From an optimization exercise on the open Yosys and OpenROAD flow, aimed at small area, a short achievable clock period and few clock cycles; shortcuts taken in it are not production practice. Function was checked by simulation only, so behaviour that the tests miss may differ from the original.

## ALU
module ALU #(
    parameter DATA_W = 32
)
(
    input                       i_clk,    
    input                       i_rst_n,  
    input                       i_valid,  
    input [DATA_W - 1 : 0]      i_A,      
    input [DATA_W - 1 : 0]      i_B,      
    input [         2 : 0]      i_inst,   
    output [2*DATA_W - 1 : 0]   o_data,   
    output                      o_done    
);
==> flow/config.mk <==
export PLATFORM = sky130hd
export DESIGN_NAME = ALU
export DESIGN_NICKNAME = ALU
export VERILOG_FILES = /design/flow/design.v
export SDC_FILE = /design/flow/constraint.sdc
export NUM_CORES = 4
export LEC_CHECK = 0
export CAP_MARGIN = 20
export CORE_MARGIN = 2
export CORE_UTILIZATION = 45
export PLACE_DENSITY = 0.65
export SETUP_SLACK_MARGIN = 3.3
export SLEW_MARGIN = 20
==> flow/constraint.sdc <==
create_clock -name core_clock -period 8.0 [get_ports {i_clk}]
set_input_delay 1.6000 -clock core_clock [delete_from_list [all_inputs] [get_ports {i_clk}]]
set_output_delay 1.6000 -clock core_clock [all_outputs]
set_load 0.01 [all_outputs]
standard.sh (not shown) runs the stock make flow with config.mk's settings and CLKGATE_MAP_FILE= SYNTH_SCRIPT=/design/flow/synth_recipe.tcl, a recipe that flattens the netlist after the stock synthesis.
==> flow/flow/run.sh <==
#!/bin/bash
set -euo pipefail
export BUFFER_PORTS_ARGS="-buffer_cell sky130_fd_sc_hd__buf_1"
bash standard.sh finish > layout.log 2>&1
Testbench counts at the start, summed over its fixed seeds: cycles 13,895.
Next try:
Settings changed: ABC_AREA set to 1, CORE_UTILIZATION 45 to 35, CTS_BUF_LIST set to sky130_fd_sc_hd__clkbuf_4 sky130_fd_sc_hd__clkbuf_8, PLACE_DENSITY 0.65 to 0.5.
Effect: Critical path depth drops by 1; sequential share of layout area drops by 2.0 points; routed wire length climbs by 38%; design area climbs by 14%.
Next try:
Settings changed: ABC_AREA 1 to unset, TNS_END_PERCENT set to 20.
Outcome: Utilization fell by 0.23 points; clock-buffer cell count fell by 2; via count fell by 27%; first-iteration DRC count fell by 32%; setup slack gets worse by 40 ps.
Next try:
Settings changed: SETUP_SLACK_MARGIN 3.3 to 3.1, TNS_END_PERCENT 20 to unset.
The changed run completed with no timing, DRC or antenna violations; via count rose slightly; count of clock-buffer cells in the layout stays the same; design area goes up slightly; fmax drops by a few percent; first-iteration DRC count increases by a few percent; die area does not change.


== v1 ==
Starting RTL as in the previous note.
==> flow/config.mk <==
export PLATFORM = sky130hd
export DESIGN_NAME = ALU
export DESIGN_NICKNAME = ALU
export VERILOG_FILES = /design/flow/design.v
export SDC_FILE = /design/flow/constraint.sdc
export NUM_CORES = 4
export LEC_CHECK = 0
export CAP_MARGIN = 20
export CORE_MARGIN = 2
export CORE_UTILIZATION = 35
export PLACE_DENSITY = 0.5
export SETUP_SLACK_MARGIN = 3.3
export SLEW_MARGIN = 20
==> flow/constraint.sdc <==
create_clock -name core_clock -period 8.0 [get_ports {i_clk}]
set_input_delay 1.6000 -clock core_clock [delete_from_list [all_inputs] [get_ports {i_clk}]]
set_output_delay 1.6000 -clock core_clock [all_outputs]
set_load 0.01 [all_outputs]
Scripts as last shown in full above: flow/flow/run.sh
Testbench counts of v1, summed over its fixed seeds: cycles 13,895.
For v31, these inputs were changed with respect to v1:
--- a/flow/config.mk
+++ b/flow/config.mk
@@ -10,4 +10,6 @@
 export CORE_UTILIZATION = 35
+export CTS_BUF_LIST = sky130_fd_sc_hd__clkbuf_4 sky130_fd_sc_hd__clkbuf_8
 export PLACE_DENSITY = 0.5
-export SETUP_SLACK_MARGIN = 3.3
+export SETUP_SLACK_MARGIN = 3.6
 export SLEW_MARGIN = 20
+export TNS_END_PERCENT = 0
==> summary.txt <==
- The flow did not stop early for v31: all stages ran, and the layout cleared the timing, DRC and antenna checks.
- Going from v1 to v31, post-route worst setup slack went up; maximum frequency went up; minimum hold slack went up; area occupied by multi-input gates went up.
- Wire length reported by the detailed router essentially unchanged between v31 and v1.
- v31: core occupancy in the finished layout 0.43 points above v1
- v31 against v1: number of diodes fell by 1, number of antenna violations at the first check in global routing rose 3, non-clock buffer count increased 7.
> inputs changed (v31 -> v48)
--- a/flow/config.mk
+++ b/flow/config.mk
@@ -12,4 +12,3 @@
 export PLACE_DENSITY = 0.5
-export SETUP_SLACK_MARGIN = 3.6
+export SETUP_SLACK_MARGIN = 3.3
 export SLEW_MARGIN = 20
-export TNS_END_PERCENT = 0
v48: done, clean on timing, DRC and antenna
[compare] base=v31 new=v48: number of synthesized register bits shows no meaningful change; achievable clock frequency shows a reduction of about 2.1%.
When the final numbers for v48 and v31 were put side by side, the shortest period the worst path allows turned out to be smaller in v31.

-- separate check: timing with driven ports --
How much do the figures lean on ideal ports? The routed layouts below were timed once more, with nothing changed but the port constraints. Step 1 sets driving cells, clkbuf_16 on the clock port and buf_2 on the other inputs (assumed; they add their load-dependent delay and slew). Step 2 adds t to the input delays and takes it off the output delays; t is the mean of the earliest and latest rising clock arrival at the registers after step 1. Input paths then give back, and output paths get back, about the clock's delay inside the block. Three values: ideal, step 1, step 2; two values: the first two.
run | shift t [ns] | setup WS [ns] | worst slew at a driven data input, ns
the first run of note 1 | 0.486 | 3.381 / 3.397 / 2.923 | 0.04
the second run of note 1 | 0.543 | 3.444 / 3.390 / 3.161 | 0.05
the third run of note 1 | 0.534 | 3.404 / 3.404 / 3.176 | 0.04
the fourth run of note 1 | 0.506 | 3.234 / 3.234 / 3.205 | 0.04
v1 | 0.504 | 3.417 / 3.417 / 3.168 | 0.04
v31 | 0.525 | 3.515 / 3.515 / 3.173 | 0.04
v48 | 0.540 | 3.417 / 3.417 / 3.199 | 0.04
After both steps every run listed still meets setup and hold. For the first run of note 1, which loses most, drivers alone change the setup slack by +0.016 ns; drivers and shift together by -0.458 ns.
